Source: an optimization exercise on an open RTL-to-GDS flow (aim: small area and a short achievable clock period). Production flows keep margins and buffers that such runs may drop.
Power is estimated from default activity; no workload was simulated.

## the reference run
// MAC
module MAC(clk, reset, X, Y, reg_Pro);
  input clk, reset;
  input [7:0] X;
  input [7:0] Y;
  output reg [15:0] reg_Pro;
  wire p00_d = X[0] & Y[0];
  wire p01_d = X[0] & Y[1];
  wire p02_d = X[0] & Y[2];
  wire p03_d = X[0] & Y[3];
  wire p04_d = X[0] & Y[4];
  wire p05_d = X[0] & Y[5];
  wire p06_d = X[0] & Y[6];
  wire p07_d = X[0] & Y[7];
  wire p10_d = X[1] & Y[0];
  wire p11_d = X[1] & Y[1];
  wire p12_d = X[1] & Y[2];
  wire p13_d = X[1] & Y[3];
  wire p14_d = X[1] & Y[4];
  wire p15_d = X[1] & Y[5];
  wire p16_d = X[1] & Y[6];
  wire p17_d = X[1] & Y[7];
  wire p20_d = X[2] & Y[0];
  wire p21_d = X[2] & Y[1];
  wire p22_d = X[2] & Y[2];
  wire p23_d = X[2] & Y[3];
  wire p24_d = X[2] & Y[4];
  wire p25_d = X[2] & Y[5];
  wire p26_d = X[2] & Y[6];
  wire p27_d = X[2] & Y[7];
  wire p30_d = X[3] & Y[0];
  wire p31_d = X[3] & Y[1];
  wire p32_d = X[3] & Y[2];
  wire p33_d = X[3] & Y[3];
  wire p34_d = X[3] & Y[4];
  wire p35_d = X[3] & Y[5];
  wire p36_d = X[3] & Y[6];
  wire p37_d = X[3] & Y[7];
  wire p40_d = X[4] & Y[0];
  wire p41_d = X[4] & Y[1];
  wire p42_d = X[4] & Y[2];
  wire p43_d = X[4] & Y[3];
  wire p44_d = X[4] & Y[4];
  wire p45_d = X[4] & Y[5];
  wire p46_d = X[4] & Y[6];
  wire p47_d = X[4] & Y[7];
  wire p50_d = X[5] & Y[0];
  wire p51_d = X[5] & Y[1];
  wire p52_d = X[5] & Y[2];
  wire p53_d = X[5] & Y[3];
  wire p54_d = X[5] & Y[4];
  wire p55_d = X[5] & Y[5];
  wire p56_d = X[5] & Y[6];
  wire p57_d = X[5] & Y[7];
  wire p60_d = X[6] & Y[0];
  wire p61_d = X[6] & Y[1];
  wire p62_d = X[6] & Y[2];
  wire p63_d = X[6] & Y[3];
  wire p64_d = X[6] & Y[4];
  wire p65_d = X[6] & Y[5];
  wire p66_d = X[6] & Y[6];
  wire p67_d = X[6] & Y[7];
  wire p70_d = X[7] & Y[0];
  wire p71_d = X[7] & Y[1];
  wire p72_d = X[7] & Y[2];
  wire p73_d = X[7] & Y[3];
  wire p74_d = X[7] & Y[4];
  wire p75_d = X[7] & Y[5];
  wire p76_d = X[7] & Y[6];
  wire p77_d = X[7] & Y[7];
  wire s1_d, c1_d;
  halfAdder u_s1(p60_d, p51_d, s1_d, c1_d);
  wire s2_d, c2_d;
  fullAdderF h2(p70_d, p61_d, p52_d, s2_d, c2_d);
  wire s3_d, c3_d;
  halfAdder u_s3(p43_d, p34_d, s3_d, c3_d);
  wire s4_d, c4_d;
  fullAdderF h4(p62_d, p53_d, p44_d, s4_d, c4_d);
  wire s5_d, c5_d;
  halfAdder u_s5(p26_d, p35_d, s5_d, c5_d);
  wire s6_d, c6_d;
  ...
clock: 5.5 ns
lec_check: 0
cap_margin: 20
core_margin: 2
core_utilization: 40
setup_slack_margin: 2.85
slew_margin: 20
synth_hierarchical: 1
synth_minimum_keep_size: 0
standard.sh (not shown) runs the stock make flow with config.mk's settings and CLKGATE_MAP_FILE= SYNTH_SCRIPT=/design/flow/synth_recipe.tcl, a recipe that flattens the netlist after the stock synthesis.
==> flow/flow/run.sh <==
#!/bin/bash
# The standard layout (standard.sh), with the port buffers that placement inserts
# made the smallest buffer; repair_timing upsizes those on critical paths.
set -euo pipefail
bash standard.sh "BUFFER_PORTS_ARGS=-buffer_cell sky130_fd_sc_hd__buf_1" finish > standard_flow.log 2>&1
> inputs changed (the reference run -> the trial run)
--- a/flow/design.v
+++ b/flow/design.v
@@ -412,20 +412,16 @@
   wire s41 = s41_q;
   wire c41 = c41_q;
   wire s42 = s42_q;
   wire c42 = c42_q;
   wire p77 = p77_q;
   wire [15:4] row1 = {1'b0,p77,s42,s41,s40,s39,s38,s37,s36,s35,s34,s33};
   wire [15:4] row2 = {1'b0,c42,c41,c40,c39,c38,c37,c36,c35,c34,c33,c32};
-  wire [3:0] dg1 = row1[7:4] & row2[7:4];
-  wire [3:0] dt1 = row1[7:4] | row2[7:4];
-  wire d1 = dg1[3] | (dt1[3] & dg1[2]) | (dt1[3] & dt1[2] & dg1[1]) | (dt1[3] & dt1[2] & dt1[1] & dg1[0]);
-  wire [3:0] dg2 = row1[11:8] & row2[11:8];
-  wire [3:0] dt2 = row1[11:8] | row2[11:8];
-  wire d2 = dg2[3] | (dt2[3] & dg2[2]) | (dt2[3] & dt2[2] & dg2[1]) | (dt2[3] & dt2[2] & dt2[1] & dg2[0]);
+  wire d1 = ({1'b0, row1[7:4]} + {1'b0, row2[7:4]}) > 5'd15;
+  wire d2 = ({1'b0, row1[11:8]} + {1'b0, row2[11:8]}) > 5'd15;
   wire [15:4] cs_s, cs_c;
   fullAdder u_cs4(reg_Pro[4], row2[4], row1[4], cs_s[4], cs_c[4]);
   fullAdder u_cs5(reg_Pro[5], row2[5], row1[5], cs_s[5], cs_c[5]);
   fullAdder u_cs6(reg_Pro[6], row2[6], row1[6], cs_s[6], cs_c[6]);
   fullAdder u_cs7(reg_Pro[7], row2[7], row1[7], cs_s[7], cs_c[7]);
   fullAdder u_cs8(reg_Pro[8], row2[8], row1[8], cs_s[8], cs_c[8]);
   fullAdder u_cs9(reg_Pro[9], row2[9], row1[9], cs_s[9], cs_c[9]);
## What came out
In the flow results for the trial run and the reference run, the shortest clock period the worst path allows after layout is smaller on the reference run. The trial run vs the reference run, depth of the critical timing path with buffers and inverters included went up by 1. Of the trial run and the reference run, the higher combinational share of power belongs to the trial run. The adder-cell area share of the yosys netlist in the trial run sits 3.2 points above the value recorded for the reference run. Taking the reference run as the reference point, the fraction of the core area covered by cells at the end of the flow of the trial run rises by 0.17 points. The trial run vs the reference run — synthesized cell count dropped slightly. Between the reference run and the trial run, cell count decreased. Of the trial run and the reference run, the run reporting the lower fmax was the trial run. The trial run did not stop at any stage, and its layout met the timing, DRC and antenna checks. From the reference run to the trial run, number of buffer cells added on primary ports did not move at all. In the trial run, the switching component of the power came out 26 uW below the value in the reference run.
Function was not checked in any run of this note: the RTL went through the layout flow alone.

== oak ==
Another version of the RTL of MAC (not shown whole).
For scale: roughly 320 cells after synthesis, about 32 flip-flops.
==> module MAC, before the edit <==
module MAC( clk,reset,X,Y,reg_Pro );
  input clk,reset;
  input [7:0] X;
  input [7:0] Y;
  output reg [15:0] reg_Pro;
  wire [15:0] row1;
  wire [15:0] row2;
  wire [15:0] Pro;
  wire [7:0] reg_X = X;
  wire [7:0] reg_Y = Y;
  PPG PP1(reg_X,reg_Y,p00,p01,p02,p03,p04,p05,p06,p07,p10,p11,p12,p13,p14,p15,p16,p17,p20,p21,p22,p23,p24,p25,
          p26,p27,p30,p31,p32,p33,p34,p35,p36,p37,p40,p41,p42,p43,p44,p45,p46,p47,p50,p51,p52,p53,
          p54,p55,p56,p57,p60,p61,p62,p63,p64,p65,p66,p67,p70,p71,p72,p73,p74,p75,p76,p77);
  PPR PP2(p00,p01,p02,p03,p04,p05,p06,p07,p10,p11,p12,p13,p14,p15,p16,p17,p20,p21,p22,p23,p24,p25,
          p26,p27,p30,p31,p32,p33,p34,p35,p36,p37,p40,p41,p42,p43,p44,p45,p46,p47,p50,p51,p52,p53,
          p54,p55,p56,p57,p60,p61,p62,p63,p64,p65,p66,p67,p70,p71,p72,p73,p74,p75,p76,p77,row1,row2);
  alpha_adder16 a(row1,row2,1'b0,Pro,carry);
  reg [15:0] reg_A;
  always @(posedge clk) begin
    reg_A <= Pro;
    if (reset) reg_Pro <= 0;
    else reg_Pro <= reg_Pro + reg_A;
  end
endmodule
export LEC_CHECK = 0
export CAP_MARGIN = 20
export CORE_MARGIN = 2
export CORE_UTILIZATION = 40
export SLEW_MARGIN = 20
create_clock -name core_clock -period 5.5 [get_ports {clk}]
run.sh (not shown) runs the stock make flow with config.mk's settings and CLKGATE_MAP_FILE= SYNTH_SCRIPT=/design/flow/synth_recipe.tcl, a recipe that flattens the netlist after the stock synthesis.
Stock flow here: none of the scripts above is used.
#### Input delta (pine over oak)
diff --git a/flow/design.v b/flow/design.v
--- a/flow/design.v
+++ b/flow/design.v
@@ -210,21 +210,25 @@
   input [7:0] Y;
   output reg [15:0] reg_Pro;
   wire [15:0] row1;
   wire [15:0] row2;
   wire [15:0] Pro;
+  wire [15:0] t1, t2;
   wire [7:0] reg_X = X;
   wire [7:0] reg_Y = Y;
   PPG PP1(reg_X,reg_Y,p00,p01,p02,p03,p04,p05,p06,p07,p10,p11,p12,p13,p14,p15,p16,p17,p20,p21,p22,p23,p24,p25,
           p26,p27,p30,p31,p32,p33,p34,p35,p36,p37,p40,p41,p42,p43,p44,p45,p46,p47,p50,p51,p52,p53,
           p54,p55,p56,p57,p60,p61,p62,p63,p64,p65,p66,p67,p70,p71,p72,p73,p74,p75,p76,p77);
   PPR PP2(p00,p01,p02,p03,p04,p05,p06,p07,p10,p11,p12,p13,p14,p15,p16,p17,p20,p21,p22,p23,p24,p25,
           p26,p27,p30,p31,p32,p33,p34,p35,p36,p37,p40,p41,p42,p43,p44,p45,p46,p47,p50,p51,p52,p53,
-          p54,p55,p56,p57,p60,p61,p62,p63,p64,p65,p66,p67,p70,p71,p72,p73,p74,p75,p76,p77,row1,row2);
+          p54,p55,p56,p57,p60,p61,p62,p63,p64,p65,p66,p67,p70,p71,p72,p73,p74,p75,p76,p77,t1,t2);
+  reg [15:0] reg_r1, reg_r2;
+  assign row1 = reg_r1;
+  assign row2 = reg_r2;
   alpha_adder16 a(row1,row2,1'b0,Pro,carry);
-  reg [15:0] reg_A;
   always @(posedge clk) begin
-    reg_A <= Pro;
+    reg_r1 <= t1;
+    reg_r2 <= t2;
     if (reset) reg_Pro <= 0;
-    else reg_Pro <= reg_Pro + reg_A;
+    else reg_Pro <= reg_Pro + Pro;
   end
 endmodule
[summary]
When pine is measured against oak, its hold slack turns out 0.0084 ns higher. Summary of pine over oak: switching component of the power increased 27%; final cell count now larger; worst setup slack grew by 1.0 ns. In pine, the cell area came out 330 um2 above the value in oak.
No run of this note included a check of the RTL's function; only the layout flow was run.

-- port drivers added, routing unchanged --
No port has a modelled driver above. Below, the same layouts with a new extraction and two added sets of constraints. Step 1 (the two cells are an assumption about what drives the block):
set clk [get_ports {clk}]
set_driving_cell -lib_cell sky130_fd_sc_hd__clkbuf_16 $clk
set_driving_cell -lib_cell sky130_fd_sc_hd__buf_2 [delete_from_list [all_inputs] $clk]
Step 2, shift: input delay + t, output delay - t, t = (earliest + latest rising clock arrival at the registers) / 2. This alone moves slack from input paths to output paths. Slacks: ideal ports / drivers / drivers and shift; pairs: ideal ports / drivers.
run | shift t [ns] | setup slack, ns | worst hold slack (ns) | clock arrival spread, ns | pins driven straight from the clock port
the reference run | 0.323 | 2.919 / 2.926 / 2.603 | 0.549 / 0.549 / 0.549 | 0.012 / 0.011 | 1
the trial run | 0.315 | 2.894 / 2.903 / 2.589 | 0.552 / 0.552 / 0.552 | 0.003 / 0.003 | 1
oak | 0.308 | 0.669 / 0.673 / 0.364 | 0.558 / 0.558 / 0.558 | 0.003 / 0.003 | 1
pine | 0.319 | 1.667 / 1.668 / 1.349 | 0.566 / 0.566 / 0.566 | 0.006 / 0.006 | 1
After both steps setup and hold are still met in every run listed. For pine, which loses most, drivers alone change the setup slack by +0.001 ns; drivers and shift together by -0.318 ns.
